Source: an optimization exercise on an open RTL-to-GDS flow (aim: small area and a short achievable clock period). Production flows keep margins and buffers that such runs may drop.
No run shown here included a check of the RTL's function; only the layout flow was run.
No activity file was given, so power comes from the tool's default toggle rates.

File: design/flow/config.mk
export PLATFORM = sky130hd
export DESIGN_NAME = float_addsub
export DESIGN_NICKNAME = float_addsub
export VERILOG_FILES = /design/flow/design.v
export SDC_FILE = /design/flow/constraint.sdc
export NUM_CORES = 4
export LEC_CHECK = 0
export CAP_MARGIN = 20
export CORE_MARGIN = 2
export CORE_UTILIZATION = 60
export CTS_BUF_LIST = sky130_fd_sc_hd__clkbuf_16
export CTS_CLUSTER_DIAMETER = 100
export CTS_CLUSTER_SIZE = 30
export SETUP_SLACK_MARGIN = 2.0
export SLEW_MARGIN = 20
File: design/flow/design.v
module ks_sum #(parameter N = 25, parameter L = 5) (
	input  wire [N-1:0] g,
	input  wire [N-1:0] p,
	input  wire         cin,
	output wire [N-1:0] s
);
	wire [N-1:0] gg [0:L];
	wire [N-1:0] pp [0:L];
	assign gg[0] = g;
	assign pp[0] = p;
	genvar k, i;
	generate
		for (k = 0; k < L; k = k + 1) begin : lvl
			for (i = 0; i < N; i = i + 1) begin : bit_
				if (i >= (1 << k)) begin : comb
					assign gg[k+1][i] = gg[k][i] | (pp[k][i] & gg[k][i - (1 << k)]);
					assign pp[k+1][i] = pp[k][i] & pp[k][i - (1 << k)];
				end else begin : pass
					assign gg[k+1][i] = gg[k][i];
					assign pp[k+1][i] = pp[k][i];
				end
			end
		end
	endgenerate
	assign s = p ^ {gg[L][N-2:0], cin};
endmodule
module ks_add #(parameter N = 8, parameter L = 3) (
	input  wire [N-1:0] a,
	input  wire [N-1:0] b,
	input  wire         cin,
	output wire [N-1:0] s,
	output wire         cout
);
	wire [N-1:0] p = a ^ b;
	wire [N-1:0] g [0:L];
	wire [N-1:0] q [0:L];
	assign g[0] = {(a[N-1:1] & b[N-1:1]), (a[0] & b[0]) | (p[0] & cin)};
	assign q[0] = p;
	genvar k, i;
	generate
		for (k = 0; k < L; k = k + 1) begin : lvl
			for (i = 0; i < N; i = i + 1) begin : bit_
				if (i >= (1 << k)) begin : comb
					assign g[k+1][i] = g[k][i] | (q[k][i] & g[k][i - (1 << k)]);
					assign q[k+1][i] = q[k][i] & q[k][i - (1 << k)];
				end else begin : pass
					assign g[k+1][i] = g[k][i];
					assign q[k+1][i] = q[k][i];
				end
			end
		end
	endgenerate
	assign s = p ^ {g[L][N-2:0], cin};
	assign cout = g[L][N-1];
endmodule
module ks_absdiff #(parameter N = 8, parameter L = 3) (
	input  wire [N-1:0] a,
	input  wire [N-1:0] b,
	output wire [N-1:0] amb,
	output wire [N-1:0] bma,
	output wire         age
);
	wire [N-1:0] p = a ^ ~b;
	wire [N-1:0] g [0:L];
	wire [N-1:0] q [0:L];
	assign g[0] = a & ~b;
	assign q[0] = p;
	genvar k, i;
	generate
		for (k = 0; k < L; k = k + 1) begin : lvl
			for (i = 0; i < N; i = i + 1) begin : bit_
				if (i >= (1 << k)) begin : comb
					assign g[k+1][i] = g[k][i] | (q[k][i] & g[k][i - (1 << k)]);
					assign q[k+1][i] = q[k][i] & q[k][i - (1 << k)];
				end else begin : pass
					assign g[k+1][i] = g[k][i];
					assign q[k+1][i] = q[k][i];
				end
			end
		end
	endgenerate
	wire [N-1:0] c0 = {g[L][N-2:0], 1'b0};                   
	wire [N-1:0] c1 = {g[L][N-2:0] | q[L][N-2:0], 1'b1};     
	assign amb = p ^ c1;
	assign bma = ~(p ^ c0);
	assign age = g[L][N-1] | q[L][N-1];
endmodule
module lzc25(
	input  wire [24:0] v,
	output wire [4:0]  n
);
	wire [31:0] x = {v, 7'h7f};
	wire [15:0] z1;             
	wire [15:0] c1;             
	genvar i;
	generate
		for (i = 0; i < 16; i = i + 1) begin : l1
			assign z1[i] = ~(x[2*i+1] | x[2*i]);
			assign c1[i] = ~x[2*i+1];
		end
	endgenerate
	wire [7:0] z2;
	wire [1:0] c2 [0:7];
	generate
		for (i = 0; i < 8; i = i + 1) begin : l2
			assign z2[i] = z1[2*i+1] & z1[2*i];
			assign c2[i] = z1[2*i+1] ? {1'b1, c1[2*i]} : {1'b0, c1[2*i+1]};
		end
	endgenerate
	wire [3:0] z3;
	wire [2:0] c3 [0:3];
	generate
		for (i = 0; i < 4; i = i + 1) begin : l3
			assign z3[i] = z2[2*i+1] & z2[2*i];
			assign c3[i] = z2[2*i+1] ? {1'b1, c2[2*i]} : {1'b0, c2[2*i+1]};
		end
	endgenerate
	wire [1:0] z4;
	wire [3:0] c4 [0:1];
	generate
		for (i = 0; i < 2; i = i + 1) begin : l4
			assign z4[i] = z3[2*i+1] & z3[2*i];
			assign c4[i] = z3[2*i+1] ? {1'b1, c3[2*i]} : {1'b0, c3[2*i+1]};
		end
	endgenerate
	assign n = z4[1] ? {1'b1, c4[0]} : {1'b0, c4[1]};
endmodule
module float_addsub(
	input wire clk,
	input wire [31:0] v1,
	input wire [31:0] v2,
	input wire op,
	output wire [31:0] vres
);
	wire        s1 = v1[31];
	wire        s2 = v2[31] ^ op;
	wire [7:0]  e1 = v1[30:23];
	wire [7:0]  e2 = v2[30:23];
	wire        sub = s1 ^ s2;
	wire [30:0] bg = v1[30:0] & ~v2[30:0];
	wire [30:0] be = ~(v1[30:0] ^ v2[30:0]);
	function automatic [1:0] cmpc(input [1:0] hi, input [1:0] lo);  
		cmpc = {hi[1] | (hi[0] & lo[1]), hi[0] & lo[0]};
	endfunction
	function automatic [1:0] cmp8(input [7:0] g, input [7:0] e);
		reg [1:0] a0, a1, a2, a3, b0, b1;
		begin
			a0 = cmpc({g[1], e[1]}, {g[0], e[0]});
			a1 = cmpc({g[3], e[3]}, {g[2], e[2]});
			a2 = cmpc({g[5], e[5]}, {g[4], e[4]});
			a3 = cmpc({g[7], e[7]}, {g[6], e[6]});
			b0 = cmpc(a1, a0);
			b1 = cmpc(a3, a2);
			cmp8 = cmpc(b1, b0);
		end
	endfunction
	wire [1:0] ce  = cmp8(bg[30:23], be[30:23]);
	wire [1:0] cf2 = cmp8(bg[22:15], be[22:15]);
	wire [1:0] cf1 = cmp8(bg[14:7], be[14:7]);
	wire [1:0] cf0 = cmp8({bg[6:0], 1'b0}, {be[6:0], 1'b1});
	wire [1:0] cf  = cmpc(cf2, cmpc(cf1, cf0));
	wire        gt = ce[1] | (ce[0] & cf[1]);    
	wire        eq = ce[0] & cf[0];
	wire [7:0]  d12, d21;
	wire        c12;
	ks_absdiff #(8, 3) adiff(.a(e1), .b(e2), .amb(d12), .bma(d21), .age(c12));
	wire        ez = (e1 == 8'd0) | (e2 == 8'd0);      
	reg         r1_s1, r1_eqs, r1_sub, r1_gt, r1_ez;
	reg  [7:0]  r1_e1, r1_e2;
	reg  [22:0] r1_f1, r1_f2;
	reg  [7:0]  r1_d12, r1_d21;
	reg         r1_c12;
	always @(posedge clk) begin
		r1_s1   <= s1;
		r1_eqs  <= eq & sub;                
		r1_sub  <= sub;
		r1_gt   <= gt;
		r1_e1   <= e1;
		r1_e2   <= e2;
		r1_f1   <= v1[22:0];
		r1_f2   <= v2[22:0];
		r1_ez   <= ez;
		r1_d12  <= d12;                     
		r1_d21  <= d21;                     
		r1_c12  <= c12;                     
	end
	wire        bz = r1_ez & (r1_d12 == 8'd0);         
	wire [7:0]  d = r1_c12 ? r1_d12 : r1_d21;         
	wire        far = r1_ez | (d[7:5] != 3'd0) | (d[4:3] == 2'b11);
	wire [22:0] fb = r1_gt ? r1_f1 : r1_f2;
	wire [23:0] x0 = {1'b1, r1_gt ? r1_f2 : r1_f1};
	wire [23:0] x1 = d[4] ? {16'b0, x0[23:16]} : x0;
	wire [23:0] x2 = d[3] ? {8'b0, x1[23:8]} : x1;
	reg         r2_s, r2_sub, r2_hb;
	reg  [7:0]  r2_e;
	reg  [22:0] r2_fb;
	reg  [23:0] r2_x;
	reg  [2:0]  r2_sh;
	always @(posedge clk) begin
		r2_s    <= (r1_gt ? r1_s1 : r1_s1 ^ r1_sub) & ~r1_eqs;
		r2_sub  <= r1_sub;
		r2_hb   <= ~bz;                          
		r2_e    <= r1_c12 ? r1_e1 : r1_e2;     
		r2_fb   <= fb & {23{~bz}};
		r2_x    <= x2 & {24{~far}};
		r2_sh   <= d[2:0];
	end
	wire [23:0] x3 = r2_sh[2] ? {4'b0, x2_r[23:4]} : x2_r;
	wire [23:0] x2_r = r2_x;
	wire [23:0] x4 = r2_sh[1] ? {2'b0, x3[23:2]} : x3;
	wire [23:0] x5 = r2_sh[0] ? {1'b0, x4[23:1]} : x4;
	wire [24:0] opa = {1'b0, r2_hb, r2_fb};
	wire [24:0] opb = {r2_sub, x5 ^ {24{r2_sub}}};
	wire [24:0] gen = {opa[24:1] & opb[24:1], (opa[0] & opb[0]) | ((opa[0] ^ opb[0]) & r2_sub)};
	wire [24:0] pro = opa ^ opb;
	reg         r3_s, r3_cin;
	reg  [7:0]  r3_e;
	reg  [24:0] r3_g, r3_p;
	always @(posedge clk) begin
		r3_s    <= r2_s;
		r3_cin  <= r2_sub;
		r3_e    <= r2_e + 8'd1;
		r3_g    <= gen;
		r3_p    <= pro;
	end
	wire [24:0] sum;
	ks_sum #(25, 5) addm(.g(r3_g), .p(r3_p), .cin(r3_cin), .s(sum));
	reg         r4_s;
	reg  [7:0]  r4_e;
	reg  [24:0] r4_r;
	always @(posedge clk) begin
		r4_s    <= r3_s;
		r4_e    <= r3_e;
		r4_r    <= sum;
	end
	wire [4:0] lz;
	lzc25 lzm(.v(r4_r), .n(lz));
	reg         r5_s;
	reg  [7:0]  r5_e;
	reg  [24:0] r5_r;
	reg  [4:0]  r5_lz;
	always @(posedge clk) begin
		r5_s    <= r4_s;
		r5_e    <= r4_e;
		r5_r    <= r4_r;
		r5_lz   <= lz;
	end
	wire [24:0] n0 = r5_lz[4] ? {r5_r[8:0], 16'b0} : r5_r;
	wire [24:0] n1 = r5_lz[3] ? {n0[16:0], 8'b0} : n0;
	wire [24:0] n2 = r5_lz[2] ? {n1[20:0], 4'b0} : n1;
	wire [24:0] n3 = r5_lz[1] ? {n2[22:0], 2'b0} : n2;
	wire [24:0] n4 = r5_lz[0] ? {n3[23:0], 1'b0} : n3;
	reg         r6_s;
	reg  [7:0]  r6_e;
	reg  [4:0]  r6_lz;
	reg  [22:0] r6_f;
	always @(posedge clk) begin
		r6_s    <= r5_s;
		r6_e    <= r5_e;
		r6_lz   <= r5_lz;
		r6_f    <= n4[23:1];
	end
	wire [7:0]  ne = (r6_lz == 5'd25) ? 8'd0 : r6_e - {3'b0, r6_lz};
	reg  [31:0] r7;
	always @(posedge clk) begin
		r7 <= {r6_s, ne, r6_f};
	end
	assign vres = r7;
endmodule
File: design/flow/constraint.sdc
create_clock -name core_clock -period 4.0 [get_ports {clk}]
set_input_delay 0.8000 -clock core_clock [delete_from_list [all_inputs] [get_ports {clk}]]
set_output_delay 0.8000 -clock core_clock [all_outputs]
set_load 0.01 [all_outputs]
File: design/flow/flow/run.sh
#!/bin/bash
set -euo pipefail
export BUFFER_PORTS_ARGS="-buffer_cell sky130_fd_sc_hd__buf_1"
bash standard.sh > standard_flow.log 2>&1
File: design/flow/standard.sh
#!/bin/bash
# synth_recipe.tcl (not shown) runs the flow's synth.tcl, then flattens the netlist and writes it again
# the make line also repeats each setting of config.mk as NAME=value (left out here)
make -C /OpenROAD-flow-scripts/flow DESIGN_CONFIG=/design/flow/config.mk WORK_HOME=/design/flow/orfs CLKGATE_MAP_FILE= SYNTH_SCRIPT=/design/flow/synth_recipe.tcl "${@:-finish}"
==> results.txt, run 1 <==
Net Sw Power -> 3.11 mW
R2r endpoint -> r5_lz[1]
Cts bufs inserted -> 15
Total area of sequential cells -> 6890 um^2
CTS tree -> yes
Hold Path End -> r6_e[6]
Total power -> 9.49 mW
Hold path depth -> 0
Post-Syn Nets -> 1362
Worst hold path class -> reg2reg
Max Freq -> 0.499 GHz
Final period util -> 0.501
PwrDens -> 655 nW/um^2
Vias per cell -> 5.33
Clock Skews -> 0.0163 ns
Clock slew at the register clock pins of the worst setup and hold paths -> 0.10 ns
Fin nets -> 1443
Hold Buf Count CTS -> 0
R2R Path Start -> r4_r[24]
Die Y -> 153 um
Root Buffer Master -> clkbuf_16
Worst vdd ir -> 0.335 mV
Critical Path RT -> 4.38 ns
Crit path capture type -> flop
Antenna diodes -> 0
RSZ-0062 raised after global routing -> true
1st-iter DRT viols -> 331
Num rows -> 54
CP Max Fanout -> 3
R2r setup slk -> 2.00 ns
Routability cong. -> 0.902
Die X -> 153 um
Delay-heaviest family, CP -> simple AND/OR/NAND/NOR gates
Most common cell after layout, fill and taps aside -> dfxtp_1
Multi-input gate area -> 6060 um^2
Area grow syn2layout -> 9.30%
Max Slew Vio Count -> 0
Worst Max-Slew Pin Slew -> 0.931 ns
Total GRT Usage -> 0.201
Number of port buffers -> 97
Clk buf depth -> 3
Min Hold Slack -> 0.334 ns
Final min period -> 2.00 ns
Seq/Total Area, Yosys -> 0.518
Setup Total Neg Slack -> 0 ns
Post-Synthesis Cells -> 1232
Residual DRC -> 0
Total of max-cap violations -> 0
I/O pin count -> 98
Post-synth top flop -> dfxtp_1
Number of synthesized flops with an enable pin -> 0
Max_slew headroom -> 0.380
#FFs+latches synth -> 343
Syn. warnings -> 4
Starting Density -> 0.609
Worst setup SP type -> flop
Slowest cell on crit path -> or4_4
Pleak -> 6.06 nW
First-pass GRT wire length -> 39200 um
Ys async rst share -> 0
Synth Cell Area -> 13300 um^2
Die Area -> 23300 um^2
Post-DP HPWL -> 18500 um
Critical path class -> reg2reg
Post-Syn Area per Cell -> 10.8 um^2
Status -> complete, no violations
Internal power -> 6.38 mW
Sequential share of power -> 0.536
Register-to-Register Path Depth -> 6
Routed Antenna Nets -> 0
Vias in the first global route -> 8233
CP bufs+invs -> 0
Vias -> 8478
Total wire length -> 24000 um
Pre-antenna DRT Iters -> 4
Synth cell types -> 59
Overflow after GRT -> 0
Clock power share -> 0.176
Final hold vios -> 0
Worst Hold Launch -> r5_e[6]
CTS sink count -> 343
Fill cells -> 1775
Initial antenna violation count -> 0
Finish-stage setup viols -> 0
Sw Share -> 0.328
Comb power frac -> 0.289
Most frequent cells in the layout -> dfxtp_1 (333), mux2i_1 (105), nor2_1 (102)
CP Data Arrival Time -> 2.39 ns
Max incr delay on CP -> 0.53 ns
Largest net degree at the start of global routing -> 36
Area of the core -> 21800 um^2
Clk Latency, worst-skew pair -> 0.49 ns
Proportion of layout cells with a drive suffix above 1 -> 0.0945
Crit-path cells -> or4_4 > nand2b_4 > or3_4 > nor4_4 > o31a_1 > nor4_1
DR WL/cell -> 15.1 um
H-tree depth -> 1
## how the worst max path moves through the flow
stage / startpoint / end / slack [ns] / depth (start not counted)
final: r4_r[24] / r5_lz[1] / 2.00 / 6
after global routing: r4_r[21] / r5_lz[1] / 1.97 / 6
after CTS: r4_r[21] / r5_lz[1] / 1.88 / 6
after detailed placement: v2[23] / r1_gt / 1.08 / 7
after global placement: v2[23] / r1_gt / 1.14 / 7
after floorplan: v2[23] / r1_gt / 1.92 / 10
## timing repair
action	in CTS	in global routing
endpoints found under the setup margin	68	63
cloned	0	1
setup buffers	4	1
pin swaps	3	3
gates resized for setup	15	24
## cells by family (layout without fill, tap and decap cells)
logic type / count (synthesis) / count (layout) / synth area share
buf+inv: 119 / 199 / 0.0348
flops: 343 / 343 / 0.518
xor+xnor: 70 / 70 / 0.0463
fa+ha+maj: 64 / 64 / 0.0616
mux: 151 / 151 / 0.142
compound gates: 215 / 215 / 0.100
simple gates: 270 / 270 / 0.0968
## metal layers
layer  routed length [um]  up-vias  global-route usage  share of wire
li1                     -     4461                   -              -
met1                10500     3866               0.241           0.44
met2                12400      126               0.383           0.52
met3                  728       25              0.0239          0.030
met4                  329        0              0.0459          0.014
met5                    0        -                   0              0
## cell usage after synthesis (all sizes together), types with 4 or more instances
cell type | instances | area, um^2
nand4 | 12 | 75.1
buf | 15 | 71.3
o21bai | 5 | 37.5
o211ai | 6 | 45.0
dfxtp | 343 | 6870
a21oi | 71 | 355
nor3 | 20 | 100
mux2i | 106 | 1060
o21ai | 53 | 265
nor4 | 14 | 103
o22ai | 4 | 25.0
nand3 | 18 | 90.1
ha | 62 | 776
o21a | 6 | 45.0
nor2b | 13 | 81.3
a31oi | 5 | 31.3
a211oi | 19 | 143
o2bb2ai | 4 | 35.0
nand2b | 7 | 51.3
clkbuf | 38 | 143
nor2 | 102 | 383
or3 | 5 | 36.3
xor2 | 18 | 158
xnor2 | 52 | 455
mux2 | 17 | 191
mux4 | 28 | 631
and3 | 14 | 87.6
nand2 | 58 | 218
inv | 66 | 248
a21o | 22 | 165
## stage by stage
stage,utilization,setup WS (ns),instances,instance area [um^2]
CTS,0.662,1.88,1590,14400
floorplan,-,1.92,1232,13300
detailed placement,0.640,1.08,1570,13900
global route,0.666,1.97,1592,14500
global placement,0.640,1.14,1570,13900
finish,0.666,2.00,1592,14500
## layout make-up
cell class	count	share of cell area
sequential	343	0.475
multi-input combinational	770	0.418
timing repair buffer	116	0.0361
clock buffer	15	0.0259
tap	280	0.0242
inverter	66	0.0182
clock inverter	1	0.00138
timing repair inverter	1	0.000346
## power by group through the flow
stage / Clock [mW] / Combinational (mW) / Sequential, mW
3_3_place_gp: 0 / 2.65 / 5.13
6_report: 1.67 / 2.74 / 5.08
5_1_grt: 1.85 / 3.09 / 5.20
3_5_place_dp: 0 / 2.69 / 5.16
2_1_floorplan: 0 / 2.13 / 4.95
4_1_cts: 1.73 / 2.73 / 5.08
## registers in the layout, indices dropped and copies added, names as in the netlist, 23 cells and up
name and flops:
r7 32, r4_r 25, r2_x 24, r3_g 24, r3_p 24, r5_r 24, r1_f1 23, r1_f2 23
r2_fb 23, r6_f 23
==> run 2: changes to the inputs <==
==> design/flow/config.mk (replaced) <==
export PLATFORM = sky130hd
export DESIGN_NAME = float_addsub
export DESIGN_NICKNAME = float_addsub
export VERILOG_FILES = /design/flow/design.v
export SDC_FILE = /design/flow/constraint.sdc
export NUM_CORES = 4
export LEC_CHECK = 0
export CAP_MARGIN = 0
export CORE_MARGIN = 2
export CORE_UTILIZATION = 60
export CTS_BUF_LIST = sky130_fd_sc_hd__clkbuf_16
export CTS_CLUSTER_DIAMETER = 100
export CTS_CLUSTER_SIZE = 30
export SETUP_SLACK_MARGIN = 1.9
export SLEW_MARGIN = 0
==> results.txt, run 2 <==
Status -> complete, no violations
Max incr delay on CP -> 0.55 ns
Sw Share -> 0.327
Worst vdd ir -> 0.366 mV
DR WL/cell -> 14.9 um
Area of the core -> 21800 um^2
Synth cell types -> 59
Critical path class -> reg2reg
H-tree depth -> 1
Cell Area, Placed -> 13900 um^2
Seq/Total Area, Yosys -> 0.518
Clock Skews -> 0.0178 ns
Die Area -> 23300 um^2
R2r setup slk -> 2.01 ns
Critical Path RT -> 4.36 ns
Internal power -> 6.36 mW
Final period util -> 0.498
Worst Hold Launch -> r6_f[18]
Overflow after GRT -> 0
CTS sink count -> 343
RSZ-0062 raised after global routing -> true
Synth cell count leaders -> dfxtp_1 (343), mux2i_1 (105), nor2_1 (102)
Total of max-cap violations -> 0
Setup Total Neg Slack -> 0 ns
Post-synth top area cell -> dfxtp_1
Fin nets -> 1439
Finish-stage setup viols -> 0
Vias -> 8475
Most frequent cells in the layout -> dfxtp_1 (337), mux2i_1 (105), nor2_1 (101)
Clock slew at the register clock pins of the worst setup and hold paths -> 0.10 ns
Crit path capture type -> flop
CP Data Arrival Time -> 2.35 ns
Clk buf depth -> 3
Die Y -> 153 um
Root Buffer Master -> clkbuf_16
Crit-path cells -> or4_4 > nand2b_4 > or3_4 > nor4_4 > buf_4 > a221oi_1
R2R Path Start -> r4_r[24]
Max reg flops -> 32
Final hold vios -> 0
Number of synthesized flops with an enable pin -> 0
Pre-antenna DRT Iters -> 4
Min Hold Slack -> 0.330 ns
Num rows -> 54
Worst Max-Slew Pin Slew -> 0.931 ns
Hold path depth -> 0
Worst hold path class -> reg2reg
Residual DRC -> 0
Largest net degree at the start of global routing -> 35
Pleak -> 6.03 nW
Most flops, register -> r7
Core Util, Final -> 0.661
Net Sw Power -> 3.10 mW
Total wire length -> 23700 um
Proportion of layout cells with a drive suffix above 1 -> 0.0848
Post-DP HPWL -> 18300 um
Synth Cell Area -> 13300 um^2
Number of port buffers -> 97
Total power -> 9.46 mW
Max_slew headroom -> 0.379
Worst setup SP type -> flop
#FFs+latches synth -> 343
Comb power frac -> 0.285
Top-count cell post-synth -> dfxtp_1
1st-iter DRT viols -> 220
First-pass GRT wire length -> 39400 um
Ys async rst share -> 0
Clk Latency, worst-skew pair -> 0.50 ns
Area grow syn2layout -> 8.43%
Die X -> 153 um
Top flop regs -> r7 (32), r4_r (25)
Sequential share of power -> 0.537
R2r endpoint -> r5_lz[2]
Max Slew Vio Count -> 0
PwrDens -> 658 nW/um^2
Post-Layout Inst Area -> 14400 um^2
CP Max Fanout -> 4
Post-synth top flop -> dfxtp_1
Antenna diodes -> 0
Post-Syn Nets -> 1362
Cts bufs inserted -> 15
Clock power share -> 0.178
Most common cell after layout, fill and taps aside -> dfxtp_1
Initial antenna violation count -> 0
Register-to-Register Path Depth -> 6
Max Freq -> 0.502 GHz
Vias in the first global route -> 8209
Post-Syn Area per Cell -> 10.8 um^2
CTS tree -> yes
Routability cong. -> 0.888
Hold Path End -> r7[18]
Post-Synthesis Cells -> 1232
Starting Density -> 0.609
Ranking of synthesized cells by area -> dfxtp_1 (52%), mux2i_1 (7.9%), ha_1 (5.9%)
Slowest cell on crit path -> or4_4
Total GRT Usage -> 0.203
I/O pin count -> 98
Vias per cell -> 5.33
Routed Antenna Nets -> 0
Syn. warnings -> 4
Final min period -> 1.99 ns
Top cell type's share of synthesized area -> 0.518
run 2: cell counts after synthesis:
Identical to the previous run, type by type.
run 2: layout make-up:
cell class	count	area, um^2
inverter	66	251
tap	280	350
fill	1790	7390
clock inverter	2	28.8
timing repair buffer	113	488
sequential	343	6880
clock buffer	15	375
multi-input combinational	770	6000
run 2: metal layers:
layer	track usage	wire [um]	vias up
met2	0.376	11900	137
li1	-	-	4443
met4	0.0626	580	0
met3	0.0236	678	34
met5	0	0	-
met1	0.247	10600	3861
run 2: stage by stage:
stage	std cells	worst slack, ns
CTS	1589	1.83
global placement	1569	1.15
detailed placement	1569	1.09
finish	1589	2.01
floorplan	1232	1.90
global route	1589	1.81
run 2: critical path: cells and delay by family (launching register included):
family / cells / cell delay, ns
buffers and inverters: 1 / 0.17
DFF: 1 / 0.34
and+or+nand+nor: 4 / 1.27
AOI/OAI and AO/OA: 1 / 0.07
run 2: cells by family after synthesis:
| logic type | count (synthesis) | share of synthesized area |
|---|---|---|
| adders and majority gates | 64 | 0.0616 |
| and+or+nand+nor | 270 | 0.0968 |
| buffers and inverters | 119 | 0.0348 |
| xor gates and xnor gates | 70 | 0.0463 |
| DFF | 343 | 0.518 |
| AOI/OAI and AO/OA | 215 | 0.100 |
| muxes | 151 | 0.142 |
run 2: repair_timing:
item,in CTS,in global routing
setup buffers,3,0
pin swaps,3,2
resized for setup,9,14
endpoints found under the setup margin,36,26
hold buffers,0,0
run 2: how the worst max path moves through the flow:
stage / start / endpoint / slack [ns] / cells after the start
2_1_floorplan: v2[23] / r1_gt / 1.90 / 10
3_3_place_gp: v2[25] / r1_gt / 1.15 / 8
3_5_place_dp: v2[25] / r1_gt / 1.09 / 8
4_1_cts: v2[25] / r1_gt / 1.83 / 8
5_1_grt: r3_p[4] / r4_r[23] / 1.81 / 6
6_report: r4_r[24] / r5_lz[2] / 2.01 / 6
run 2: power groups by stage:
stage | clock network (mW) | logic [mW] | registers, mW
after floorplan | 0 | 2.13 | 4.95
after global placement | 0 | 2.65 | 5.14
after detailed placement | 0 | 2.68 | 5.16
after CTS | 1.74 | 2.71 | 5.08
after global routing | 1.86 | 3.04 | 5.20
final | 1.68 | 2.69 | 5.08
==> run 3: changes to the inputs <==
--- a/design/flow/design.v
+++ b/design/flow/design.v
@@ -166,7 +166,7 @@
 	ks_absdiff #(8, 3) adiff(.a(e1), .b(e2), .amb(d12), .bma(d21), .age(c12));
 	wire        ez = (e1 == 8'd0) | (e2 == 8'd0);      
 	reg         r1_s1, r1_eqs, r1_sub, r1_gt, r1_ez;
-	reg  [7:0]  r1_e1, r1_e2;
+	reg  [7:0]  r1_e2;
 	reg  [22:0] r1_f1, r1_f2;
 	reg  [7:0]  r1_d12, r1_d21;
 	reg         r1_c12;
@@ -175,7 +175,6 @@
 		r1_eqs  <= eq & sub;                
 		r1_sub  <= sub;
 		r1_gt   <= gt;
-		r1_e1   <= e1;
 		r1_e2   <= e2;
 		r1_f1   <= v1[22:0];
 		r1_f2   <= v2[22:0];
@@ -185,6 +184,10 @@
 		r1_c12  <= c12;                     
 	end
 	wire        bz = r1_ez & (r1_d12 == 8'd0);         
+	wire [7:0]  e1r;                                   
+	wire        e1c_unused;
+	ks_add #(8, 3) ade1(.a(r1_e2), .b(r1_d12), .cin(1'b0), .s(e1r), .cout(e1c_unused));
+	wire [7:0]  eb = r1_c12 ? e1r : r1_e2;             
 	wire [7:0]  d = r1_c12 ? r1_d12 : r1_d21;         
 	wire        far = r1_ez | (d[7:5] != 3'd0) | (d[4:3] == 2'b11);
 	wire [22:0] fb = r1_gt ? r1_f1 : r1_f2;
@@ -200,7 +203,7 @@
 		r2_s    <= (r1_gt ? r1_s1 : r1_s1 ^ r1_sub) & ~r1_eqs;
 		r2_sub  <= r1_sub;
 		r2_hb   <= ~bz;                          
-		r2_e    <= r1_c12 ? r1_e1 : r1_e2;     
+		r2_e    <= eb;
 		r2_fb   <= fb & {23{~bz}};
 		r2_x    <= x2 & {24{~far}};
 		r2_sh   <= d[2:0];
--- a/design/flow/config.mk
+++ b/design/flow/config.mk
@@ -5,11 +5,11 @@
 export SDC_FILE = /design/flow/constraint.sdc
 export NUM_CORES = 4
 export LEC_CHECK = 0
-export CAP_MARGIN = 0
+export CAP_MARGIN = 20
 export CORE_MARGIN = 2
 export CORE_UTILIZATION = 60
 export CTS_BUF_LIST = sky130_fd_sc_hd__clkbuf_16
 export CTS_CLUSTER_DIAMETER = 100
 export CTS_CLUSTER_SIZE = 30
 export SETUP_SLACK_MARGIN = 1.9
-export SLEW_MARGIN = 0
+export SLEW_MARGIN = 20
==> results.txt, run 3 <==
CP Data Arrival Time -> 2.41 ns
Status -> complete, no violations
Ys async rst share -> 0
Number of port buffers -> 97
Setup Total Neg Slack -> 0 ns
Clk Latency, worst-skew pair -> 0.49 ns
Syn. warnings -> 5
Max Freq -> 0.497 GHz
Vias per cell -> 5.36
Ranking of synthesized cells by area -> dfxtp_1 (50%), mux2i_1 (8.1%), ha_1 (6.4%)
Post-synth top flop -> dfxtp_1
Starting Density -> 0.612
Internal power -> 6.43 mW
Post-Syn Area per Cell -> 10.6 um^2
Post-Synthesis Cells -> 1260
Die Area -> 23500 um^2
Crit path capture type -> flop
Min Hold Slack -> 0.333 ns
Worst Max-Slew Pin Slew -> 0.906 ns
Worst vdd ir -> 0.318 mV
Overflow after GRT -> 0
Residual DRC -> 0
Root Buffer Master -> clkbuf_16
Area grow syn2layout -> 8.92%
Number of synthesized flops with an enable pin -> 0
Most frequent cells in the layout -> dfxtp_1 (325), mux2i_1 (109), nor2_1 (96), buf_1 (96), a21oi_1 (70)
Hold Buf Count CTS -> 0
Proportion of layout cells with a drive suffix above 1 -> 0.0849
Pleak -> 6.09 nW
Largest net degree at the start of global routing -> 40
Most flops, register -> r7
Sequential share of power -> 0.532
Final period util -> 0.503
Num rows -> 54
Post-DP HPWL -> 18900 um
1st-iter DRT viols -> 244
Total GRT Usage -> 0.203
Total of max-cap violations -> 0
Clk buf depth -> 3
Initial antenna violation count -> 0
Fin nets -> 1482
Pre-antenna DRT Iters -> 5
R2r setup slk -> 1.99 ns
CTS tree -> yes
Hold path depth -> 0
Antenna diodes -> 0
CP startpoint -> r1_d21[0]
Max reg flops -> 32
Sw Share -> 0.332
Top cell type's share of synthesized area -> 0.501
Post-synth top area cell -> dfxtp_1
Worst Hold Launch -> r5_e[2]
Total wire length -> 24200 um
Routability cong. -> 0.858
Most common cell after layout, fill and taps aside -> dfxtp_1
H-tree depth -> 1
Comb power frac -> 0.297
Synth cell types -> 63
Routed Antenna Nets -> 0
Final hold vios -> 0
Die X -> 153 um
Clock power share -> 0.171
Worst setup SP type -> flop
Fill cells -> 1799
Hold Path End -> r6_e[2]
Register-to-Register Path Depth -> 9
Post-Syn Nets -> 1398
Top flop regs -> r7 (32), r4_r (25)
Critical Path RT -> 4.40 ns
Area of the core -> 21900 um^2
#FFs+latches synth -> 335
Net Sw Power -> 3.19 mW
CP Max Fanout -> 3
R2R Path Start -> r1_d21[0]
Final min period -> 2.01 ns
DR WL/cell -> 14.9 um
Vias in the first global route -> 8406
Die Y -> 153 um
Worst hold path class -> reg2reg
Clock slew at the register clock pins of the worst setup and hold paths -> 0.11 ns
Synth cell count leaders -> dfxtp_1 (335), mux2i_1 (109), nor2_1 (96)
First-pass GRT wire length -> 39800 um
Max_slew headroom -> 0.396
CTS sink count -> 335
Critical path class -> reg2reg
Synth Cell Area -> 13400 um^2
PwrDens -> 659 nW/um^2
Vias -> 8707
Seq/Total Area, Yosys -> 0.501
Top-count cell post-synth -> dfxtp_1
Max Slew Vio Count -> 0
RSZ-0062 raised after global routing -> true
R2r endpoint -> r2_e[6]
Clock Skews -> 0.0349 ns
Finish-stage setup viols -> 0
I/O pin count -> 98
Cts bufs inserted -> 15
run 3: per-stage QoR:
step                utilization  std cells  cell area (um^2)  power [mW]  worst slack, ns
global placement          0.642       1601             14100        7.94             1.19
finish                    0.666       1623             14600        9.62             1.99
detailed placement        0.642       1601             14100        8.01             1.21
global route              0.666       1623             14600        10.3             1.75
floorplan                     -       1260             13400        7.18             1.85
CTS                       0.664       1623             14500        9.69             1.88
run 3: cells by family after synthesis:
| group | share of synthesized area |
|---|---|
| DFF | 0.501 |
| and+or+nand+nor | 0.102 |
| AOI/OAI and AO/OA | 0.105 |
| muxes | 0.140 |
| buffers and inverters | 0.0349 |
| xor gates and xnor gates | 0.0484 |
| adders and majority gates | 0.0690 |
run 3: what timing repair did:
action	in CTS	in global routing
resized for setup	12	20
buffers inserted	6	0
endpoints found under the setup margin	59	32
pin swaps	3	3
cloned	0	0
run 3: worst max-delay path by stage:
stage	end	cells after the start	slack, ns
2_1_floorplan	r1_gt	10	1.85
3_3_place_gp	r1_gt	9	1.19
3_5_place_dp	r1_gt	9	1.21
4_1_cts	r5_lz[1]	6	1.88
5_1_grt	r2_e[6]	9	1.75
6_report	r2_e[6]	9	1.99
run 3: final cells by class:
cell class | instances | area, um^2 | area share
clock inverter | 1 | 30.0 | 0.00206
sequential | 335 | 6730 | 0.461
inverter | 69 | 267 | 0.0183
timing repair buffer | 118 | 523 | 0.0359
clock buffer | 15 | 375 | 0.0257
multi-input combinational | 805 | 6310 | 0.433
tap | 280 | 350 | 0.0240
run 3: worst max-delay path, cell delays in order, from the launching register on:
cell and delay [ns]:
dfxtp_1 0.38, ha_1 0.18, inv_1 0.06, fa_1 0.45, nor2b_1 0.11, o21ai_0 0.11, a21boi_1 0.22, o21a_1 0.16
nor3_1 0.05, o31ai_1 0.20
run 3: power groups by stage:
stage               logic, mW  clock network [mW]  registers [mW]
floorplan                2.22                   0            4.96
global placement         2.77                   0            5.17
detailed placement       2.82                   0            5.19
CTS                      2.86                1.71            5.11
global route             3.25                1.81            5.25
finish                   2.85                1.65            5.12
run 3: routing by layer:
metal	up-vias	GRT usage	routed length [um]
met5	-	0	0
met4	0	0.0498	452
met3	35	0.0201	691
met2	143	0.387	12300
met1	3967	0.245	10700
li1	4562	-	-
==> run 4: changes to the inputs <==
--- a/design/flow/design.v
+++ b/design/flow/design.v
@@ -12,9 +12,9 @@
 	generate
 		for (k = 0; k < L; k = k + 1) begin : lvl
 			for (i = 0; i < N; i = i + 1) begin : bit_
-				if (i >= (1 << k)) begin : comb
-					assign gg[k+1][i] = gg[k][i] | (pp[k][i] & gg[k][i - (1 << k)]);
-					assign pp[k+1][i] = pp[k][i] & pp[k][i - (1 << k)];
+				if ((i >> k) % 2 == 1) begin : comb
+					assign gg[k+1][i] = gg[k][i] | (pp[k][i] & gg[k][((i >> k) << k) - 1]);
+					assign pp[k+1][i] = pp[k][i] & pp[k][((i >> k) << k) - 1];
 				end else begin : pass
 					assign gg[k+1][i] = gg[k][i];
 					assign pp[k+1][i] = pp[k][i];
@@ -166,7 +166,7 @@
 	ks_absdiff #(8, 3) adiff(.a(e1), .b(e2), .amb(d12), .bma(d21), .age(c12));
 	wire        ez = (e1 == 8'd0) | (e2 == 8'd0);      
 	reg         r1_s1, r1_eqs, r1_sub, r1_gt, r1_ez;
-	reg  [7:0]  r1_e2;
+	reg  [7:0]  r1_e1, r1_e2;
 	reg  [22:0] r1_f1, r1_f2;
 	reg  [7:0]  r1_d12, r1_d21;
 	reg         r1_c12;
@@ -175,6 +175,7 @@
 		r1_eqs  <= eq & sub;                
 		r1_sub  <= sub;
 		r1_gt   <= gt;
+		r1_e1   <= e1;
 		r1_e2   <= e2;
 		r1_f1   <= v1[22:0];
 		r1_f2   <= v2[22:0];
@@ -184,10 +185,6 @@
 		r1_c12  <= c12;                     
 	end
 	wire        bz = r1_ez & (r1_d12 == 8'd0);         
-	wire [7:0]  e1r;                                   
-	wire        e1c_unused;
-	ks_add #(8, 3) ade1(.a(r1_e2), .b(r1_d12), .cin(1'b0), .s(e1r), .cout(e1c_unused));
-	wire [7:0]  eb = r1_c12 ? e1r : r1_e2;             
 	wire [7:0]  d = r1_c12 ? r1_d12 : r1_d21;         
 	wire        far = r1_ez | (d[7:5] != 3'd0) | (d[4:3] == 2'b11);
 	wire [22:0] fb = r1_gt ? r1_f1 : r1_f2;
@@ -203,7 +200,7 @@
 		r2_s    <= (r1_gt ? r1_s1 : r1_s1 ^ r1_sub) & ~r1_eqs;
 		r2_sub  <= r1_sub;
 		r2_hb   <= ~bz;                          
-		r2_e    <= eb;
+		r2_e    <= r1_c12 ? r1_e1 : r1_e2;     
 		r2_fb   <= fb & {23{~bz}};
 		r2_x    <= x2 & {24{~far}};
 		r2_sh   <= d[2:0];
==> results.txt, run 4 <==
Synth cell count leaders -> dfxtp_1 (343), mux2i_1 (106), nor2_1 (99)
Synth Cell Area -> 12900 um^2
Multi-input gate area -> 5780 um^2
Number of synthesized flops with an enable pin -> 0
Ranking of synthesized cells by area -> dfxtp_1 (53%), mux2i_1 (8.2%), ha_1 (6.4%)
Max reg flops -> 32
CP Max Fanout -> 3
Routed Antenna Nets -> 0
Clock Skews -> 0.0134 ns
Seq/Total Area, Yosys -> 0.532
Area of the core -> 21100 um^2
Post-Synth Adder-Cell Area -> 0.0671
Cts bufs inserted -> 15
Clock slew at the register clock pins of the worst setup and hold paths -> 0.10 ns
Post-Synth XOR/XNOR Area -> 0.0454
Min Hold Slack -> 0.325 ns
Overflow after GRT -> 0
Total of max-cap violations -> 0
Syn. warnings -> 4
Top-count cell post-synth -> dfxtp_1
Placed insts -> 1512
Final hold vios -> 0
Most common cell after layout, fill and taps aside -> dfxtp_1
Clk Latency, worst-skew pair -> 0.50 ns
Fin nets -> 1399
Proportion of layout cells with a drive suffix above 1 -> 0.105
DR WL/cell -> 15.0 um
Slowest cell on crit path -> o311ai_4
Post-Layout Inst Area -> 14200 um^2
H-tree depth -> 1
CP startpoint -> r3_p[1]
Status -> complete, no violations
Critical path class -> reg2reg
I/O pin count -> 98
Antenna diodes -> 0
CP Data Arrival Time -> 2.59 ns
Synth cell types -> 60
Die Y -> 151 um
Critical Path RT -> 4.38 ns
CTS tree -> yes
Total area of sequential cells -> 6880 um^2
Worst vdd ir -> 0.476 mV
Cell Area, Placed -> 13600 um^2
Top flop regs -> r7 (32), r4_r (25)
Post-synth top flop -> dfxtp_1
Worst setup SP type -> flop
Finish-stage setup viols -> 0
Most flops, register -> r7
Initial antenna violation count -> 0
Max_slew headroom -> 0.332
Number of port buffers -> 97
Post-Synthesis Cells -> 1175
Most frequent cells in the layout -> dfxtp_1 (335), mux2i_1 (106), buf_1 (96)
Worst Hold Launch -> r5_e[5]
Post-synth top area cell -> dfxtp_1
Total wire length -> 23000 um
Vias per cell -> 5.22
Hold path depth -> 0
Post-DP HPWL -> 17800 um
Starting Density -> 0.612
PwrDens -> 661 nW/um^2
Post-Syn Nets -> 1309
Crit-path cells -> ha_1 > o211ai_1 > a211oi_2 > o311ai_4 > o211ai_4 > o41ai_4 > nor3_1 > or3_1
Post-Synth Simple-Gate Area -> 0.0951
Total GRT Usage -> 0.206
RSZ-0062 raised after global routing -> true
Post-Syn Area per Cell -> 11.0 um^2
Worst hold path class -> reg2reg
Top cell type's share of synthesized area -> 0.532
Hold Buf Count CTS -> 0
Pleak -> 6.02 nW
#FFs+latches synth -> 343
Pre-antenna DRT Iters -> 4
Area grow syn2layout -> 10.1%
Setup Total Neg Slack -> 0 ns
Die Area -> 22700 um^2
Worst Max-Slew Pin Slew -> 1.00 ns
Vias -> 8033
Fin cells -> 1539
Fill cells -> 1709
Vias in the first global route -> 7665
Crit path capture type -> flop
Max incr delay on CP -> 0.37 ns
Register-to-Register Path Depth -> 8
R2R Path Start -> r3_p[1]
Routability cong. -> 0.927
Post-synthesis mux area share -> 0.139
Final period util -> 0.551
Root Buffer Master -> clkbuf_16
Residual DRC -> 0
Ys async rst share -> 0
Final min period -> 2.21 ns
First-pass GRT wire length -> 37300 um
Max Freq -> 0.453 GHz
Compound-Gate Fraction of Synth Area -> 0.0873
Max Slew Vio Count -> 0
Main combinational cell family by area after synthesis -> multiplexers
Num rows -> 53
Die X -> 151 um
Clk buf depth -> 3
Largest net degree at the start of global routing -> 37
CTS sink count -> 343
1st-iter DRT viols -> 284
Total power -> 9.39 mW
-- run 4: changes by cell type after synthesis, sizes merged, moves of 7 or more --
cell | before | now
a21oi | 71 | 51
dfxtp | 335 | 343
mux2 | 18 | 28
mux4 | 25 | 18
nor3 | 29 | 15
o21ai | 60 | 48
-- run 4: where the power goes --
group	internal [mW]	leakage [nW]	total (mW)	switching, mW
Clock	0.694	0.195	1.67	0.979
Sequential	4.39	2.88	5.10	0.713
Combinational	1.29	2.94	2.62	1.33
Total	6.37	6.02	9.39	3.02
-- run 4: final cells by class --
type | count | area share
Clock buffer | 15 | 0.0264
Clock inverter | 1 | 0.00141
Inverter | 68 | 0.0188
Multi-Input combinational cell | 718 | 0.406
Sequential cell | 343 | 0.484
Tap cell | 275 | 0.0242
Timing Repair Buffer | 119 | 0.0391
-- run 4: cell families (layout without fill, tap and decap cells) --
logic type      after synthesis  after routing
flops                       343            343
simple gates                257            257
compound gates              173            173
mux                         153            153
buf+inv                     114            203
fa+ha+maj                    68             68
xor+xnor                     67             67
-- run 4: final timing paths --
kind	endpoint	slack, ns
hold reg to reg	r6_e[5]	0.32
setup / recovery	r4_r[24]	1.79
hold / removal	r6_e[5]	0.32
setup reg to reg	r4_r[24]	1.79
-- run 4: metal layers --
layer / share of wire / vias to the layer above / global-route usage
met5: 0 / - / 0
met4: 0.027 / 0 / 0.0556
met3: 0.029 / 31 / 0.0239
met2: 0.50 / 131 / 0.382
met1: 0.45 / 3649 / 0.254
li1: - / 4222 / -
-- run 4: worst max-delay path, delay by kind of cell (launching register included) --
family / cells / cell delay (ns)
compound gates: 5 / 1.19
fa+ha+maj: 1 / 0.19
flops: 1 / 0.32
simple gates: 2 / 0.39
-- run 4: per-stage QoR --
stage | util | setup slack, ns
3_5_place_dp | 0.643 | 1.10
2_1_floorplan | - | 1.86
3_3_place_gp | 0.643 | 1.12
4_1_cts | 0.665 | 1.75
6_report | 0.674 | 1.79
5_1_grt | 0.674 | 1.71
-- run 4: repair_timing --
action | 4_1_cts | 5_1_grt
resized for setup | 10 | 29
pin swaps | 4 | 11
setup buffers | 4 | 6
setup endpoints to repair | 71 | 32
==> run 5: changes to the inputs <==
--- a/design/flow/design.v
+++ b/design/flow/design.v
@@ -12,9 +12,9 @@
 	generate
 		for (k = 0; k < L; k = k + 1) begin : lvl
 			for (i = 0; i < N; i = i + 1) begin : bit_
-				if ((i >> k) % 2 == 1) begin : comb
-					assign gg[k+1][i] = gg[k][i] | (pp[k][i] & gg[k][((i >> k) << k) - 1]);
-					assign pp[k+1][i] = pp[k][i] & pp[k][((i >> k) << k) - 1];
+				if (i >= (1 << k)) begin : comb
+					assign gg[k+1][i] = gg[k][i] | (pp[k][i] & gg[k][i - (1 << k)]);
+					assign pp[k+1][i] = pp[k][i] & pp[k][i - (1 << k)];
 				end else begin : pass
 					assign gg[k+1][i] = gg[k][i];
 					assign pp[k+1][i] = pp[k][i];
@@ -160,33 +160,31 @@
 	wire [1:0] cf0 = cmp8({bg[6:0], 1'b0}, {be[6:0], 1'b1});
 	wire [1:0] cf  = cmpc(cf2, cmpc(cf1, cf0));
 	wire        gt = ce[1] | (ce[0] & cf[1]);    
-	wire        eq = ce[0] & cf[0];
 	wire [7:0]  d12, d21;
 	wire        c12;
 	ks_absdiff #(8, 3) adiff(.a(e1), .b(e2), .amb(d12), .bma(d21), .age(c12));
-	wire        ez = (e1 == 8'd0) | (e2 == 8'd0);      
-	reg         r1_s1, r1_eqs, r1_sub, r1_gt, r1_ez;
+	reg         r1_s1, r1_sub, r1_gt;
 	reg  [7:0]  r1_e1, r1_e2;
 	reg  [22:0] r1_f1, r1_f2;
 	reg  [7:0]  r1_d12, r1_d21;
 	reg         r1_c12;
 	always @(posedge clk) begin
 		r1_s1   <= s1;
-		r1_eqs  <= eq & sub;                
 		r1_sub  <= sub;
 		r1_gt   <= gt;
 		r1_e1   <= e1;
 		r1_e2   <= e2;
 		r1_f1   <= v1[22:0];
 		r1_f2   <= v2[22:0];
-		r1_ez   <= ez;
 		r1_d12  <= d12;                     
 		r1_d21  <= d21;                     
 		r1_c12  <= c12;                     
 	end
-	wire        bz = r1_ez & (r1_d12 == 8'd0);         
+	wire        ez = (r1_e1 == 8'd0) | (r1_e2 == 8'd0);  
+	wire        bz = (r1_e1 == 8'd0) & (r1_e2 == 8'd0);  
+	wire        eqs = r1_sub & (r1_e1 == r1_e2) & (r1_f1 == r1_f2);
 	wire [7:0]  d = r1_c12 ? r1_d12 : r1_d21;         
-	wire        far = r1_ez | (d[7:5] != 3'd0) | (d[4:3] == 2'b11);
+	wire        far = ez | (d[7:5] != 3'd0) | (d[4:3] == 2'b11);
 	wire [22:0] fb = r1_gt ? r1_f1 : r1_f2;
 	wire [23:0] x0 = {1'b1, r1_gt ? r1_f2 : r1_f1};
 	wire [23:0] x1 = d[4] ? {16'b0, x0[23:16]} : x0;
@@ -197,7 +195,7 @@
 	reg  [23:0] r2_x;
 	reg  [2:0]  r2_sh;
 	always @(posedge clk) begin
-		r2_s    <= (r1_gt ? r1_s1 : r1_s1 ^ r1_sub) & ~r1_eqs;
+		r2_s    <= (r1_gt ? r1_s1 : r1_s1 ^ r1_sub) & ~eqs;
 		r2_sub  <= r1_sub;
 		r2_hb   <= ~bz;                          
 		r2_e    <= r1_c12 ? r1_e1 : r1_e2;     
==> results.txt, run 5 <==
Status -> complete, no violations
#FFs+latches synth -> 341
RSZ-0062 raised after global routing -> true
Top flop regs -> r7 (32), r4_r (25)
Worst vdd ir -> 0.329 mV
Number of port buffers -> 97
Die Area -> 23800 um^2
Top cell type's share of synthesized area -> 0.504
Routability cong. -> 0.912
Synth cell types -> 67
Final min period -> 2.02 ns
CTS tree -> yes
Antenna diodes -> 0
Num rows -> 54
Final period util -> 0.504
Register-to-Register Path Depth -> 7
Worst Max-Slew Pin Slew -> 0.744 ns
Finish-stage setup viols -> 0
I/O pin count -> 98
Synth Cell Area -> 13500 um^2
CP Data Arrival Time -> 2.42 ns
Fill cells -> 1748
Crit path capture type -> flop
Setup Total Neg Slack -> 0 ns
Max Slew Vio Count -> 0
Routed Antenna Nets -> 0
Top-count cell post-synth -> dfxtp_1
Placed insts -> 1584
Max reg flops -> 32
Vias -> 8832
Clk Latency, worst-skew pair -> 0.51 ns
Worst hold path class -> reg2reg
Post-synth top area cell -> dfxtp_1
Seq/Total Area, Yosys -> 0.504
Multi-input gate area -> 6340 um^2
Min Hold Slack -> 0.330 ns
Post-DP HPWL -> 20300 um
Vias in the first global route -> 8624
Synth cell count leaders -> dfxtp_1 (341), mux2i_1 (109), nor2_1 (89)
Most frequent cells in the layout -> dfxtp_1 (333), mux2i_1 (109), buf_1 (96)
Die X -> 154 um
Clock slew at the register clock pins of the worst setup and hold paths -> 0.11 ns
Fin nets -> 1451
Die Y -> 154 um
DR WL/cell -> 16.5 um
First-pass GRT wire length -> 42500 um
Total GRT Usage -> 0.223
Cts bufs inserted -> 15
Critical path class -> reg2reg
Worst setup SP type -> flop
Vias per cell -> 5.52
Post-Syn Nets -> 1372
Root Buffer Master -> clkbuf_16
Proportion of layout cells with a drive suffix above 1 -> 0.0871
Starting Density -> 0.617
PwrDens -> 649 nW/um^2
Worst Hold Launch -> r5_e[1]
Pre-antenna DRT Iters -> 5
R2R Path Start -> r3_g[0]
Most flops, register -> r7
Max_slew headroom -> 0.499
Post-synth top flop -> dfxtp_1
Area grow syn2layout -> 8.36%
Ys async rst share -> 0
Critical Path RT -> 4.41 ns
Clk buf depth -> 3
CP Max Fanout -> 4
Total of max-cap violations -> 0
Syn. warnings -> 4
Core Util, Final -> 0.668
Post-Synthesis Cells -> 1243
Most common cell after layout, fill and taps aside -> dfxtp_1
Residual DRC -> 0
Pleak -> 6.03 nW
Largest net degree at the start of global routing -> 34
Area of the core -> 22000 um^2
Post-Syn Area per Cell -> 10.9 um^2
Fin cells -> 1601
Total area of sequential cells -> 6840 um^2
Max Freq -> 0.496 GHz
R2r setup slk -> 1.98 ns
Hold Buf Count CTS -> 0
Number of synthesized flops with an enable pin -> 0
Worst setup path end -> r4_r[22]
R2r endpoint -> r4_r[22]
1st-iter DRT viols -> 470
Ranking of synthesized cells by area -> dfxtp_1 (50%), mux2i_1 (8.1%), ha_1 (5.6%)
Total wire length -> 26400 um
CP startpoint -> r3_g[0]
CTS sink count -> 341
H-tree depth -> 1
Overflow after GRT -> 0
Clock Skews -> 0.0297 ns
Initial antenna violation count -> 0
Final hold vios -> 0
==> run 5: worst min-delay path by stage <==
stage | slack, ns | depth (start not counted) | end
6_report | 0.33 | 0 | r6_e[1]
5_1_grt | 0.34 | 0 | r4_e[7]
4_1_cts | 0.33 | 0 | r5_s
3_5_place_dp | 0.31 | 0 | r5_e[2]
3_3_place_gp | 0.31 | 0 | r4_s
2_1_floorplan | 0.31 | 0 | r3_s
==> run 5: repair_timing <==
item                       CTS  global route
setup endpoints to repair   42            14
setup buffers                0             1
pin swaps                    1             8
gates resized for setup      9            13
==> run 5: power breakdown <==
| part | total (mW) | leakage, nW | internal, mW | switching [mW] |
|---|---|---|---|---|
| combinational | 2.75 | 2.97 | 1.31 | 1.43 |
| sequential | 5.08 | 2.87 | 4.36 | 0.721 |
| clock | 1.69 | 0.195 | 0.695 | 0.992 |
| total | 9.52 | 6.03 | 6.37 | 3.15 |
==> run 5: stage by stage <==
| step | total power, mW | area (um^2) | setup slack, ns |
|---|---|---|---|
| floorplan | 7.08 | 13600 | 1.86 |
| global placement | 7.83 | 14200 | 1.37 |
| detailed placement | 7.88 | 14200 | 1.34 |
| CTS | 9.57 | 14600 | 1.93 |
| global route | 10.2 | 14700 | 1.90 |
| finish | 9.52 | 14700 | 1.98 |
==> run 5: worst max-delay path, stage by stage, from the launching register on <==
cell and delay [ns]:
dfxtp_2 0.36, ha_4 0.16, o211a_1 0.23, o21a_2 0.23
and3b_4 0.21, o311ai_4 0.39, o21ai_2 0.14, o311ai_2 0.21
==> run 5: logic make-up (layout without fill, tap and decap cells) <==
kind of cell             after synthesis  after routing  share of synthesized area
adder cells (fa/ha/maj)               63             63                     0.0593
XOR/XNOR                              98             98                     0.0634
AND/OR/NAND/NOR                      255            255                     0.0911
multiplexers                         159            159                      0.146
AO/OA/AOI/OAI                        209            209                      0.101
buffers and inverters                118            196                     0.0351
flip-flops                           341            341                      0.504
==> run 5: metal layers <==
metal / share of wire / wire [um] / up-vias / track usage
met5: 0 / 0 / - / 0
met4: 0.032 / 856 / 0 / 0.0788
met3: 0.038 / 1010 / 46 / 0.0280
met2: 0.51 / 13400 / 203 / 0.421
met1: 0.42 / 11100 / 4064 / 0.258
li1: - / - / 4519 / -
==> run 5: final cells by class <==
cell class                 count  area share
clock buffer                  15      0.0256
clock inverter                 1     0.00136
inverter                      69      0.0186
multi-input combinational    784       0.432
sequential                   341       0.466
tap                          280      0.0239
timing repair buffer         111      0.0325
==> run 6: changes to the inputs <==
--- a/design/flow/design.v
+++ b/design/flow/design.v
@@ -189,7 +189,7 @@
 	wire [23:0] x0 = {1'b1, r1_gt ? r1_f2 : r1_f1};
 	wire [23:0] x1 = d[4] ? {16'b0, x0[23:16]} : x0;
 	wire [23:0] x2 = d[3] ? {8'b0, x1[23:8]} : x1;
-	reg         r2_s, r2_sub, r2_hb;
+	reg         r2_s, r2_sub;
 	reg  [7:0]  r2_e;
 	reg  [22:0] r2_fb;
 	reg  [23:0] r2_x;
@@ -197,9 +197,8 @@
 	always @(posedge clk) begin
 		r2_s    <= (r1_gt ? r1_s1 : r1_s1 ^ r1_sub) & ~eqs;
 		r2_sub  <= r1_sub;
-		r2_hb   <= ~bz;                          
-		r2_e    <= r1_c12 ? r1_e1 : r1_e2;     
-		r2_fb   <= fb & {23{~bz}};
+		r2_e    <= bz ? 8'd0 : r1_c12 ? r1_e1 : r1_e2;     
+		r2_fb   <= fb;
 		r2_x    <= x2 & {24{~far}};
 		r2_sh   <= d[2:0];
 	end
@@ -207,7 +206,8 @@
 	wire [23:0] x2_r = r2_x;
 	wire [23:0] x4 = r2_sh[1] ? {2'b0, x3[23:2]} : x3;
 	wire [23:0] x5 = r2_sh[0] ? {1'b0, x4[23:1]} : x4;
-	wire [24:0] opa = {1'b0, r2_hb, r2_fb};
+	wire        hb = (r2_e != 8'd0);
+	wire [24:0] opa = {1'b0, hb, r2_fb & {23{hb}}};
 	wire [24:0] opb = {r2_sub, x5 ^ {24{r2_sub}}};
 	wire [24:0] gen = {opa[24:1] & opb[24:1], (opa[0] & opb[0]) | ((opa[0] ^ opb[0]) & r2_sub)};
 	wire [24:0] pro = opa ^ opb;
==> results.txt, run 6 <==
Status -> complete, no violations
Max_slew headroom -> 0.359
Post-Syn Nets -> 1376
1st-iter DRT viols -> 507
Hold Buf Count CTS -> 0
Max Slew Vio Count -> 0
Finish-stage setup viols -> 0
CTS tree -> yes
Hold path depth -> 0
Max incr delay on CP -> 0.35 ns
Post-synth top flop -> dfxtp_1
PwrDens -> 647 nW/um^2
Number of synthesized flops with an enable pin -> 0
Clock slew at the register clock pins of the worst setup and hold paths -> 0.10 ns
Worst Max-Slew Pin Slew -> 0.960 ns
Clk buf depth -> 3
CTS sink count -> 340
Most frequent cells in the layout -> dfxtp_1 (334), buf_1 (96), mux2i_1 (86)
Register-to-Register Path Depth -> 7
Area of the core -> 22400 um^2
Post-synthesis mux area share -> 0.147
CP startpoint -> r3_p[1]
Vias -> 8783
Worst Hold Launch -> r3_e[4]
Top flop regs -> r7 (32), r4_r (25)
Fill cells -> 1817
CP bufs+invs -> 0
R2r endpoint -> r4_r[22]
Top cell type's share of synthesized area -> 0.499
DR WL/cell -> 16.7 um
Crit-path cells -> ha_1 > o211a_1 > o21a_1 > and3b_4 > o311ai_4 > o21ai_2 > o311ai_2
Fin cells -> 1610
Total wire length -> 26800 um
Initial antenna violation count -> 0
Max reg flops -> 32
Crit path capture type -> flop
Top-count cell post-synth -> dfxtp_1
Number of port buffers -> 97
Routed Antenna Nets -> 0
Clk Latency, worst-skew pair -> 0.50 ns
Ranking of synthesized cells by area -> dfxtp_1 (50%), mux2i_1 (6.3%), ha_1 (5.7%)
CP Data Arrival Time -> 2.50 ns
Fin nets -> 1456
Main combinational cell family by area after synthesis -> multiplexers
Root Buffer Master -> clkbuf_16
Routability cong. -> 0.909
RSZ-0062 raised after global routing -> true
Post-Layout Inst Area -> 14800 um^2
Max Freq -> 0.471 GHz
Post-Synthesis Cells -> 1246
Die Area -> 23900 um^2
Most common cell after layout, fill and taps aside -> dfxtp_1
Post-Synth XOR/XNOR Area -> 0.0630
Worst hold path class -> reg2reg
Placed insts -> 1593
Residual DRC -> 0
Compound-Gate Fraction of Synth Area -> 0.0997
Setup Total Neg Slack -> 0 ns
I/O pin count -> 98
Clock Skews -> 0.0232 ns
Vias per cell -> 5.46
Total of max-cap violations -> 0
Cts bufs inserted -> 15
Post-DP HPWL -> 20800 um
Total GRT Usage -> 0.230
Worst vdd ir -> 0.416 mV
Largest net degree at the start of global routing -> 41
Critical Path RT -> 4.38 ns
Area grow syn2layout -> 8.44%
Pleak -> 6.01 nW
Final min period -> 2.12 ns
Antenna diodes -> 0
Seq/Total Area, Yosys -> 0.499
Synth cell count leaders -> dfxtp_1 (340), mux2i_1 (86), xnor2_1 (81)
Post-synth top area cell -> dfxtp_1
Syn. warnings -> 4
R2R Path Start -> r3_p[1]
Ys async rst share -> 0
Critical path class -> reg2reg
Core Util, Final -> 0.659
Hold Path End -> r4_e[4]
Starting Density -> 0.607
First-pass GRT wire length -> 44000 um
Overflow after GRT -> 0
Post-Synth Adder-Cell Area -> 0.0599
Most flops, register -> r7
#FFs+latches synth -> 340
Synth Cell Area -> 13600 um^2
Slowest cell on crit path -> dfxtp_1
Delay-heaviest family, CP -> compound AO/OA/AOI/OAI gates
Post-Synth Simple-Gate Area -> 0.0971
H-tree depth -> 1
Die Y -> 155 um
R2r setup slk -> 1.88 ns
Num rows -> 55
Final hold vios -> 0
Pre-antenna DRT Iters -> 5
Post-Syn Area per Cell -> 10.9 um^2
Synth cell types -> 66
Die X -> 155 um
Proportion of layout cells with a drive suffix above 1 -> 0.101
Vias in the first global route -> 8692
Worst setup SP type -> flop
CP Max Fanout -> 4
Cell Area, Placed -> 14300 um^2
Final period util -> 0.531
run 6: timing repair:
action                     4_1_cts  5_1_grt
pin swaps                        2        0
setup buffers                    1        0
gates resized for setup          8       14
setup endpoints to repair       79       29
run 6: layer usage:
layer,track usage,wire length [um],up-vias
li1,-,-,4514
met4,0.0767,905,0
met3,0.0294,840,43
met5,0,0,-
met1,0.277,11700,4054
met2,0.423,13400,172
run 6: cell families (layout without fill, tap and decap cells):
| kind of cell | Yosys count | after routing |
|---|---|---|
| buffers and inverters | 115 | 194 |
| adders and majority gates | 64 | 64 |
| and+or+nand+nor | 262 | 262 |
| DFF | 340 | 340 |
| AOI/OAI and AO/OA | 209 | 209 |
| muxes | 158 | 158 |
| xor gates and xnor gates | 98 | 98 |
run 6: worst max path at each step:
stage          endpoint  slack [ns]  depth (start not counted)
4_1_cts        r6_f[17]        1.93                          6
5_1_grt        r4_r[22]        1.77                          7
3_3_place_gp      r1_gt        1.33                         11
6_report       r4_r[22]        1.88                          7
3_5_place_dp      r1_gt        1.26                         11
2_1_floorplan     r1_gt        1.82                         10
run 6: layout make-up:
cell class                 count  area [um^2]  share of cell area
multi-input combinational    791         6470               0.438
tap                          285          357              0.0241
inverter                      69          274              0.0185
clock buffer                  15          375              0.0254
clock inverter                 1         20.0             0.00135
timing repair buffer         109          459              0.0311
sequential                   340         6820               0.462
run 6: through the flow:
| stage | hold WS (ns) | power, mW | worst slack, ns |
|---|---|---|---|
| 3_5_place_dp | 0.312 | 7.93 | 1.26 |
| 6_report | 0.329 | 9.56 | 1.88 |
| 3_3_place_gp | 0.310 | 7.86 | 1.33 |
| 4_1_cts | 0.335 | 9.60 | 1.93 |
| 5_1_grt | 0.335 | 10.2 | 1.77 |
| 2_1_floorplan | 0.310 | 7.11 | 1.82 |
run 6: worst reg2reg max path: cells and delay by family, from the launching register on:
kind                       cells  cell delay (ns)
AOI/OAI and AO/OA              5             1.23
DFF                            1             0.35
and+or+nand+nor                1             0.22
adders and majority gates      1             0.21
run 6: power breakdown:
| group | switching [mW] | internal, mW | leakage (nW) |
|---|---|---|---|
| clock network | 0.976 | 0.695 | 0.195 |
| registers | 0.765 | 4.36 | 2.86 |
| logic | 1.42 | 1.34 | 2.96 |
| total | 3.17 | 6.40 | 6.01 |

re-timing with driven ports:
No port has a modelled driver above. Below, the same layouts with a new extraction and two added sets of constraints.
Step 1, drivers: a clkbuf_16 drives clk and a buf_2 each remaining input, both assumed.
Step 2 moves the port delays by t, midway between the first and last clock arrival at a register: inputs arrive t later, outputs are due t later. That takes back most of the time a late clock gives input paths.
Slacks: no drivers / after step 1 / after step 2; pairs: no drivers / after step 1.
| run | shift t [ns] | setup slack, ns | latest minus earliest clock arrival (ns) | worst data-port slew with drivers (ns) | pins driven straight from the clock port |
|---|---|---|---|---|---|
| run 1 | 0.532 | 1.997 / 1.997 / 1.548 | 0.020 / 0.019 | 0.03 | 1 |
| run 2 | 0.536 | 2.009 / 2.009 / 1.497 | 0.022 / 0.023 | 0.03 | 1 |
| run 3 | 0.523 | 1.989 / 1.989 / 1.503 | 0.036 / 0.036 | 0.03 | 1 |
| run 4 | 0.537 | 1.794 / 1.794 / 1.486 | 0.021 / 0.020 | 0.04 | 1 |
| run 5 | 0.543 | 1.985 / 1.985 / 1.525 | 0.033 / 0.034 | 0.03 | 1 |
| run 6 | 0.533 | 1.877 / 1.877 / 1.484 | 0.024 / 0.024 | 0.04 | 1 |
After both steps every run listed still meets setup and hold. For run 2, which loses most, drivers alone change the setup slack by 0.000 ns; drivers and shift together by -0.512 ns.
